From an optimization exercise on the open Yosys and OpenROAD flow, aimed at small area and a short achievable clock period; shortcuts taken in it are not production practice. Where RTL was checked, it was by simulation tests only, not by an equivalence proof against the original. No activity file was given, so power comes from the tool's default toggle rates.

== xenon ==
==> flow/design.v <==
module lcm_32(
    input wire [32-1:0] ina, inb,
    input wire clk,
    input wire rst_n,
    output wire [64-1:0] result,
    output reg ready_n);
    reg        gcd_ph, div_ph, mul_ph;    
    reg [31:0] u, v, w;
    reg [5:0]  cnt;
    reg         add_q, sub_q;
    wire [31:0] y   = ({32{add_q}} & v) | ({32{sub_q}} & {~v[31:1], 1'b1});
    wire [32:0] a   = {1'b0, u} + {1'b0, y};
    wire [31:0] ash = {a[32] & mul_ph, a[31:1]};
    assign result = {u, w};
    wire u0_nx  = !rst_n ? ina[0] :
                  gcd_ph ? ((u == 32'd0) ? ina[0] : (!u[0] || (v[0] && a[32])) ? a[1] : 1'b1) :
                  (div_ph || mul_ph) ? a[1] : u[0];
    wire w0_nx  = (div_ph || mul_ph) ? w[1] : w[0];
    wire mul_nx = rst_n && ((div_ph && cnt == 6'd1) || (mul_ph && cnt != 6'd1));
    always @(posedge clk) begin
        add_q <= mul_nx & w0_nx;
        sub_q <= ~mul_nx & u0_nx;
    end
    always @(posedge clk) begin
        if (!rst_n) begin
            gcd_ph  <= 1'b1;
            div_ph  <= 1'b0;
            mul_ph  <= 1'b0;
            u       <= ina;
            v       <= inb;
            cnt     <= 6'd0;
            ready_n <= 1'b1;
        end else if (gcd_ph) begin
            if (u == 32'd0) begin
                u      <= ina;
                cnt[5] <= 1'b1;
                gcd_ph <= 1'b0;
                div_ph <= 1'b1;
            end else if (!u[0]) begin
                u <= ash;
                if (!v[0]) begin
                    v   <= v >> 1;
                    cnt <= cnt + 6'd1;
                end
            end else if (!v[0]) begin
                v <= v >> 1;
            end else if (a[32]) begin  
                u <= ash;
            end else begin
                u <= v;
                v <= u;
            end
        end else if (div_ph) begin
            u   <= ash;
            w   <= {u[0], w[31:1]};
            cnt <= cnt - 6'd1;
            if (cnt == 6'd1) begin
                v      <= inb;
                cnt    <= 6'd32;
                div_ph <= 1'b0;
                mul_ph <= 1'b1;
            end
        end else if (mul_ph) begin
            u   <= ash;
            w   <= {a[0], w[31:1]};
            cnt <= cnt - 6'd1;
            if (cnt == 6'd1) begin
                mul_ph  <= 1'b0;
                ready_n <= 1'b0;
            end
        end
    end
endmodule
==> flow/config.mk <==
export PLATFORM = sky130hd
export DESIGN_NAME = lcm_32
export DESIGN_NICKNAME = lcm_32
export VERILOG_FILES = /design/flow/design.v
export SDC_FILE = /design/flow/constraint.sdc
export NUM_CORES = 4
export LEC_CHECK = 0
export CAP_MARGIN = 20
export CORE_MARGIN = 2
export CORE_UTILIZATION = 40
export SLEW_MARGIN = 20
==> flow/constraint.sdc <==
create_clock -name core_clock -period 10.0 [get_ports {clk}]
set_input_delay 2.0000 -clock core_clock [delete_from_list [all_inputs] [get_ports {clk}]]
set_output_delay 2.0000 -clock core_clock [all_outputs]
set_load 0.01 [all_outputs]
standard.sh (not shown) runs the stock make flow with config.mk's settings and CLKGATE_MAP_FILE= SYNTH_SCRIPT=/design/flow/synth_recipe.tcl, a recipe that flattens the netlist after the stock synthesis.
==> flow/flow/run.sh <==
#!/bin/bash
# The standard layout (standard.sh: the standard flow's synthesis and the ORFS steps, with
# the design's constraints unchanged), with two settings changed:
#  - ORFS's timing repair is asked to leave a setup margin, so that it also
#    works the paths that already meet the design's clock period;
#  - the buffer put on every input and output port is buf_1.
# standard.sh's full output goes to standard_flow.log.
set -euo pipefail
MARGIN=${MARGIN:-6.4}
bash standard.sh \
    SETUP_SLACK_MARGIN=$MARGIN \
    TNS_END_PERCENT=100 \
    "BUFFER_PORTS_ARGS=-buffer_cell sky130_fd_sc_hd__buf_1" \
    finish > standard_flow.log 2>&1
Edits applied to the flow inputs when going from xenon to garnet:
--- a/flow/design.v
+++ b/flow/design.v
@@ -4,26 +4,19 @@
     input wire rst_n,
     output wire [64-1:0] result,
     output reg ready_n);
     reg        gcd_ph, div_ph, mul_ph;    
     reg [31:0] u, v, w;
     reg [5:0]  cnt;
-    reg         add_q, sub_q;
-    wire [31:0] y   = ({32{add_q}} & v) | ({32{sub_q}} & {~v[31:1], 1'b1});
-    wire [32:0] a   = {1'b0, u} + {1'b0, y};
+    wire [31:0] y   = mul_ph ? (v & {32{w[0]}}) : ({~v[31:1], 1'b1} & {32{u[0]}});
+    wire [16:0] alo  = {1'b0, u[15:0]} + {1'b0, y[15:0]};
+    wire [16:0] ahi0 = {1'b0, u[31:16]} + {1'b0, y[31:16]};
+    wire [16:0] ahi1 = {1'b0, u[31:16]} + {1'b0, y[31:16]} + 17'd1;
+    wire [32:0] a    = {alo[16] ? ahi1 : ahi0, alo[15:0]};
     wire [31:0] ash = {a[32] & mul_ph, a[31:1]};
     assign result = {u, w};
-    wire u0_nx  = !rst_n ? ina[0] :
-                  gcd_ph ? ((u == 32'd0) ? ina[0] : (!u[0] || (v[0] && a[32])) ? a[1] : 1'b1) :
-                  (div_ph || mul_ph) ? a[1] : u[0];
-    wire w0_nx  = (div_ph || mul_ph) ? w[1] : w[0];
-    wire mul_nx = rst_n && ((div_ph && cnt == 6'd1) || (mul_ph && cnt != 6'd1));
-    always @(posedge clk) begin
-        add_q <= mul_nx & w0_nx;
-        sub_q <= ~mul_nx & u0_nx;
-    end
     always @(posedge clk) begin
         if (!rst_n) begin
             gcd_ph  <= 1'b1;
             div_ph  <= 1'b0;
             mul_ph  <= 1'b0;
             u       <= ina;
Results
- garnet against xenon: fraction of power consumed by combinational cells went up by 5.7 points; final cell count without fillers went up by about 9%.
- Compared with xenon, garnet shows a total power that is about 15% higher.
- Diff xenon -> garnet | instance area at placement | up by a few percent
- garnet contains more vias than xenon.
- Going from xenon to garnet, the global-route wire length before repair was found to have gone up by 2300 um.
- Going from xenon to garnet, setup slack lost 0.57 ns, area growth from synthesis to layout picked up an extra 11 points, core utilization picked up an extra 5.0 points, die outline area picked up an extra 0.87%.
The RTL of garnet was laid out without a check of its function.

---

// lcm_32: RTL as listed in full above, without the edits since
export LEC_CHECK = 0
export CAP_MARGIN = 20
export CORE_MARGIN = 2
export CORE_UTILIZATION = 40
export SLEW_MARGIN = 20
create_clock -name core_clock -period 10.0 [get_ports {clk}]
==> flow/flow/run.sh <==
#!/bin/bash
# The standard layout (standard.sh: the standard flow's synthesis and the ORFS steps, with
# the design's constraints unchanged), with two settings changed:
#  - ORFS's timing repair is asked to leave a setup margin, so that it also
#    works the paths that already meet the design's clock period;
#  - the buffer put on every input and output port is buf_1.
# standard.sh's full output goes to standard_flow.log.
set -euo pipefail
MARGIN=${MARGIN:-6.7}
bash standard.sh \
    SETUP_SLACK_MARGIN=$MARGIN \
    TNS_END_PERCENT=100 \
    "BUFFER_PORTS_ARGS=-buffer_cell sky130_fd_sc_hd__buf_1" \
    finish > standard_flow.log 2>&1
The starting point completed with no timing, DRC or antenna violations.
Change:
--- a/flow/design.v
+++ b/flow/design.v
@@ -7,29 +7,36 @@
     reg        gcd_ph, div_ph, mul_ph;    
     reg [31:0] u, v, w;
     reg [5:0]  cnt;
+    reg        rst_q;
     reg         add_q, sub_q;
     wire [31:0] y   = ({32{add_q}} & v) | ({32{sub_q}} & {~v[31:1], 1'b1});
     wire [32:0] a   = {1'b0, u} + {1'b0, y};
     wire [31:0] ash = {a[32] & mul_ph, a[31:1]};
     assign result = {u, w};
-    wire u0_nx  = !rst_n ? ina[0] :
+    wire u0_nx  = !rst_q ? ina[0] :
                   gcd_ph ? ((u == 32'd0) ? ina[0] : (!u[0] || (v[0] && a[32])) ? a[1] : 1'b1) :
                   (div_ph || mul_ph) ? a[1] : u[0];
     wire w0_nx  = (div_ph || mul_ph) ? w[1] : w[0];
-    wire mul_nx = rst_n && ((div_ph && cnt == 6'd1) || (mul_ph && cnt != 6'd1));
+    wire mul_nx = rst_q && ((div_ph && cnt == 6'd1) || (mul_ph && cnt != 6'd1));
     always @(posedge clk) begin
         add_q <= mul_nx & w0_nx;
         sub_q <= ~mul_nx & u0_nx;
     end
     always @(posedge clk) begin
-        if (!rst_n) begin
+        rst_q <= rst_n;
+        if (!rst_n || !rst_q)
+            ready_n <= 1'b1;
+        else if (mul_ph && cnt == 6'd1)
+            ready_n <= 1'b0;
+    end
+    always @(posedge clk) begin
+        if (!rst_q) begin
             gcd_ph  <= 1'b1;
             div_ph  <= 1'b0;
             mul_ph  <= 1'b0;
             u       <= ina;
             v       <= inb;
             cnt     <= 6'd0;
-            ready_n <= 1'b1;
         end else if (gcd_ph) begin
             if (u == 32'd0) begin
                 u      <= ina;
@@ -64,10 +71,7 @@
             u   <= ash;
             w   <= {a[0], w[31:1]};
             cnt <= cnt - 6'd1;
-            if (cnt == 6'd1) begin
-                mul_ph  <= 1'b0;
-                ready_n <= 1'b0;
-            end
+            if (cnt == 6'd1) mul_ph <= 1'b0;
         end
     end
 endmodule
=> The new run completed without violations. Sequential power stays flat. Clock power increases by 7.5%. Via count went down by 6.8%. Synthesized cell count fell by 2.3%. Worst setup slack gets worse by 0.084 ns. Global-route usage drops by 1.5 points. Fmax came out lower by 2.5%. Non-clock buffer count is higher by 6. Cell count fell by 0.47%. Die area decreases by 2.0%. Routed wire length decreases by 8.8%. Sequential share of layout area came out higher by 0.18 points.

---

Setup of job 104:
Starts from the design.v that is shown in full above.
==> flow/config.mk <==
export PLATFORM = sky130hd
export DESIGN_NAME = lcm_32
export DESIGN_NICKNAME = lcm_32
export VERILOG_FILES = /design/flow/design.v
export SDC_FILE = /design/flow/constraint.sdc
export NUM_CORES = 4
export LEC_CHECK = 0
export CAP_MARGIN = 20
export CORE_MARGIN = 2
export CORE_UTILIZATION = 40
export SLEW_MARGIN = 20
==> flow/constraint.sdc <==
create_clock -name core_clock -period 10.0 [get_ports {clk}]
set_input_delay 2.0000 -clock core_clock [delete_from_list [all_inputs] [get_ports {clk}]]
set_output_delay 2.0000 -clock core_clock [all_outputs]
set_load 0.01 [all_outputs]
==> flow/flow/run.sh <==
#!/bin/bash
# The standard layout (standard.sh: the standard flow's synthesis and the ORFS steps, with
# the design's constraints unchanged), with two settings changed:
#  - ORFS's timing repair is asked to leave a setup margin, so that it also
#    works the paths that already meet the design's clock period;
#  - the buffer put on every input and output port is buf_1.
# standard.sh's full output goes to standard_flow.log.
set -euo pipefail
MARGIN=${MARGIN:-6.6}
bash standard.sh \
    SETUP_SLACK_MARGIN=$MARGIN \
    TNS_END_PERCENT=100 \
    "BUFFER_PORTS_ARGS=-buffer_cell sky130_fd_sc_hd__buf_1" \
    finish > standard_flow.log 2>&1
Modified inputs, job 103 compared to job 104
==> flow/design.v <==
module lcm_32(
    input wire [32-1:0] ina, inb,
    input wire clk,
    input wire rst_n,
    output wire [64-1:0] result,
    output reg ready_n);
    reg        gcd_ph, div_ph, mul_ph;    
    reg [31:0] u, v, w;
    reg [5:0]  cnt;
    reg        rst_q;
    reg         add_q, sub_q;
    wire [31:0] y   = ({32{add_q}} & v) | ({32{sub_q}} & {~v[31:1], 1'b1});
    wire [32:0] a   = {1'b0, u} + {1'b0, y};
    wire [31:0] ash = {a[32] & mul_ph, a[31:1]};
    assign result = {u, w};
    wire u0_nx  = !rst_q ? ina[0] :
                  gcd_ph ? ((u == 32'd0) ? ina[0] : (!u[0] || (v[0] && a[32])) ? a[1] : 1'b1) :
                  (div_ph || mul_ph) ? a[1] : u[0];
    wire w0_nx  = (div_ph || mul_ph) ? w[1] : w[0];
    wire mul_nx = rst_q && ((div_ph && cnt == 6'd1) || (mul_ph && cnt != 6'd1));
    always @(posedge clk) begin
        add_q <= mul_nx & w0_nx;
        sub_q <= ~mul_nx & u0_nx;
    end
    always @(posedge clk) begin
        rst_q <= rst_n;
        if (!rst_n || !rst_q)
            ready_n <= 1'b1;
        else if (mul_ph && cnt == 6'd1)
            ready_n <= 1'b0;
    end
    always @(posedge clk) begin
        if (!rst_q) begin
            gcd_ph  <= 1'b1;
            div_ph  <= 1'b0;
            mul_ph  <= 1'b0;
            u       <= ina;
            v       <= inb;
            cnt     <= 6'd0;
        end else if (gcd_ph) begin
            if (u == 32'd0) begin
                u      <= ina;
                cnt[5] <= 1'b1;
                gcd_ph <= 1'b0;
                div_ph <= 1'b1;
            end else if (!u[0]) begin
                u <= ash;
                if (!v[0]) begin
                    v   <= v >> 1;
                    cnt <= cnt + 6'd1;
                end
            end else if (!v[0]) begin
                v <= v >> 1;
            end else if (a[32]) begin  
                u <= ash;
            end else begin
                u <= v;
                v <= u;
            end
        end else if (div_ph) begin
            u   <= ash;
            w   <= {u[0], w[31:1]};
            cnt <= cnt - 6'd1;
            if (cnt == 6'd1) begin
                v      <= inb;
                cnt    <= 6'd32;
                div_ph <= 1'b0;
                mul_ph <= 1'b1;
            end
        end else if (mul_ph) begin
            u   <= ash;
            w   <= {a[0], w[31:1]};
            cnt <= cnt - 6'd1;
            if (cnt == 6'd1) mul_ph <= 1'b0;
        end
    end
endmodule
### Flow results
Job 103 vs job 104: total placed cells including tap cells down slightly
Route | job 103 vs job 104 | wire shorter in job 103
Job 104 leaves less setup margin than job 103.
Between job 103 and job 104, post-layout instance count excluding filler cells is higher for job 104, job 103 comes in under that.
The wire length on met2 in job 103 sits 19% below the value recorded for job 104.
Across both runs, share of power burned in combinational logic was lower for job 103 than for job 104.
Job 103 ended with less post-synthesis cell area than job 104.
Compared with job 104, the detailed router inserted fewer vias in job 103.
Part of the power in the clock network is higher on job 103
Job 103 packs its core looser than job 104.
Sort job 103 and job 104 by count of flip-flops and latches desc -> top: job 103
Job 104 → job 103: final area has decreased; arithmetic-cell share of the synthesized area counting full adders, half adders and majority gates held.

---

## TR
lcm_32, a different RTL version from the one above (not shown whole).
Size in the first run: ~750 cells after synthesis, roughly 130 I/O pins, about 0.0069 mm^2 of cells after synthesis.
==> module lcm_32, before the edit <==
module lcm_32(
    input wire [32-1:0] ina, inb,
    input wire clk,
    input wire rst_n,
    output wire [64-1:0] result,
    output reg ready_n);
    reg        gcd_ph, div_ph, mul_ph;    
    reg [31:0] u, v, w;
    reg [5:0]  cnt;
    wire [31:0] y   = mul_ph ? (v & {32{w[0]}}) : (~v & {32{u[0]}});
    wire        cin = ~mul_ph & u[0];
    wire [32:0] a   = {1'b0, u} + {1'b0, y} + {32'd0, cin};
    wire [31:0] ash = {a[32] & mul_ph, a[31:1]};
    assign result = {u, w};
    always @(posedge clk) begin
        if (!rst_n) begin
            gcd_ph  <= 1'b1;
            div_ph  <= 1'b0;
            mul_ph  <= 1'b0;
            u       <= ina;
            v       <= inb;
            cnt     <= 6'd0;
            ready_n <= 1'b1;
        end else if (gcd_ph) begin
            if (u == 32'd0) begin
                u      <= ina;
                cnt[5] <= 1'b1;
                gcd_ph <= 1'b0;
                div_ph <= 1'b1;
            end else if (!u[0]) begin
                u <= ash;
                if (!v[0]) begin
                    v   <= v >> 1;
                    cnt <= cnt + 6'd1;
                end
            end else if (!v[0]) begin
                v <= v >> 1;
            end else if (a[32]) begin  
                u <= ash;
            end else begin
                u <= v;
                v <= u;
            end
        end else if (div_ph) begin
            u   <= ash;
            w   <= {u[0], w[31:1]};
            cnt <= cnt - 6'd1;
            if (cnt == 6'd1) begin
                v      <= inb;
                cnt    <= 6'd32;
                div_ph <= 1'b0;
                mul_ph <= 1'b1;
            end
        end else if (mul_ph) begin
            u   <= ash;
            w   <= {a[0], w[31:1]};
            cnt <= cnt - 6'd1;
            if (cnt == 6'd1) begin
                mul_ph  <= 1'b0;
                ready_n <= 1'b0;
            end
        end
    end
endmodule
==> flow/config.mk <==
export PLATFORM = sky130hd
export DESIGN_NAME = lcm_32
export DESIGN_NICKNAME = lcm_32
export VERILOG_FILES = /design/flow/design.v
export SDC_FILE = /design/flow/constraint.sdc
export NUM_CORES = 4
export LEC_CHECK = 0
export CAP_MARGIN = 20
export CORE_MARGIN = 2
export CORE_UTILIZATION = 40
export SLEW_MARGIN = 20
==> flow/constraint.sdc <==
create_clock -name core_clock -period 10.0 [get_ports {clk}]
set_input_delay 2.0000 -clock core_clock [delete_from_list [all_inputs] [get_ports {clk}]]
set_output_delay 2.0000 -clock core_clock [all_outputs]
set_load 0.01 [all_outputs]
==> flow/flow/run.sh <==
#!/bin/bash
# The standard layout (standard.sh: the standard flow's synthesis and the ORFS steps, with
# the design's constraints unchanged), with two settings changed:
#  - ORFS's timing repair is asked to leave a setup margin, so that it also
#    works the paths that already meet the design's clock period;
#  - the buffer put on every input and output port is buf_1.
# standard.sh's full output goes to standard_flow.log.
set -euo pipefail
MARGIN=${MARGIN:-6.7}
bash standard.sh \
    SETUP_SLACK_MARGIN=$MARGIN \
    TNS_END_PERCENT=100 \
    "BUFFER_PORTS_ARGS=-buffer_cell sky130_fd_sc_hd__buf_1" \
    finish > standard_flow.log 2>&1
TR: no failed stages, no open violations at the end
> inputs changed (TR -> JK)
-- flow/design.v --
<<< TR, line 8
    reg [31:0] u, v, w;
    reg [5:0]  cnt;
    wire [31:0] y   = mul_ph ? (v & {32{w[0]}}) : (~v & {32{u[0]}});
    wire        cin = ~mul_ph & u[0];
    wire [32:0] a   = {1'b0, u} + {1'b0, y} + {32'd0, cin};
    wire [31:0] ash = {a[32] & mul_ph, a[31:1]};
    assign result = {u, w};
>>> JK, line 8
    reg [31:0] u, v, w;
    reg [5:0]  cnt;
    wire [31:0] y   = mul_ph ? (v & {32{w[0]}}) : ({~v[31:1], 1'b1} & {32{u[0]}});
    wire [32:0] a   = {1'b0, u} + {1'b0, y};
    wire [31:0] ash = {a[32] & mul_ph, a[31:1]};
    assign result = {u, w};
==> comparison <==
- From TR to JK the numbers moved as follows: delay of the slowest cell on the worst path now larger, logic gate share of total power grew by 0.7 points, multiplexer share of the synthesized area saw an increase, required time at the endpoint of the critical path now smaller, peak clock frequency supported by timing rose 5.5%.
- Compare JK and TR | post-route worst hold slack lower: TR

afterwards: timing with drivers on the ports:
The results above use ideal ports. As a check the final layouts listed here were re-extracted and re-timed, cells and wires unchanged. Step 1, drivers: a clkbuf_16 drives clk and a buf_2 each remaining input, both assumed. Step 2 moves the port delays by t, midway between the first and last clock arrival at a register: inputs arrive t later, outputs are due t later. That takes back most of the time a late clock gives input paths. Three values: ideal, step 1, step 2; two values: the first two.
run	t (ns)	setup WS [ns]	latest minus earliest clock arrival (ns)
xenon	0.405	6.475 / 6.475 / 6.139	0.010 / 0.010
garnet	0.398	5.903 / 5.903 / 5.806	0.013 / 0.013
the first run of note 2	0.408	6.735 / 6.731 / 6.365	0.013 / 0.014
the second run of note 2	0.404	6.651 / 6.651 / 6.651	0.010 / 0.010
job 104	0.401	6.639 / 6.639 / 6.282	0.011 / 0.011
job 103	0.405	6.741 / 6.741 / 6.741	0.012 / 0.012
TR	0.394	6.418 / 6.418 / 6.318	0.012 / 0.013
JK	0.411	6.603 / 6.603 / 6.427	0.014 / 0.013
After both steps setup and hold are still met in every run listed. For the first run of note 2, which loses most, drivers alone change the setup slack by -0.004 ns; drivers and shift together by -0.370 ns.
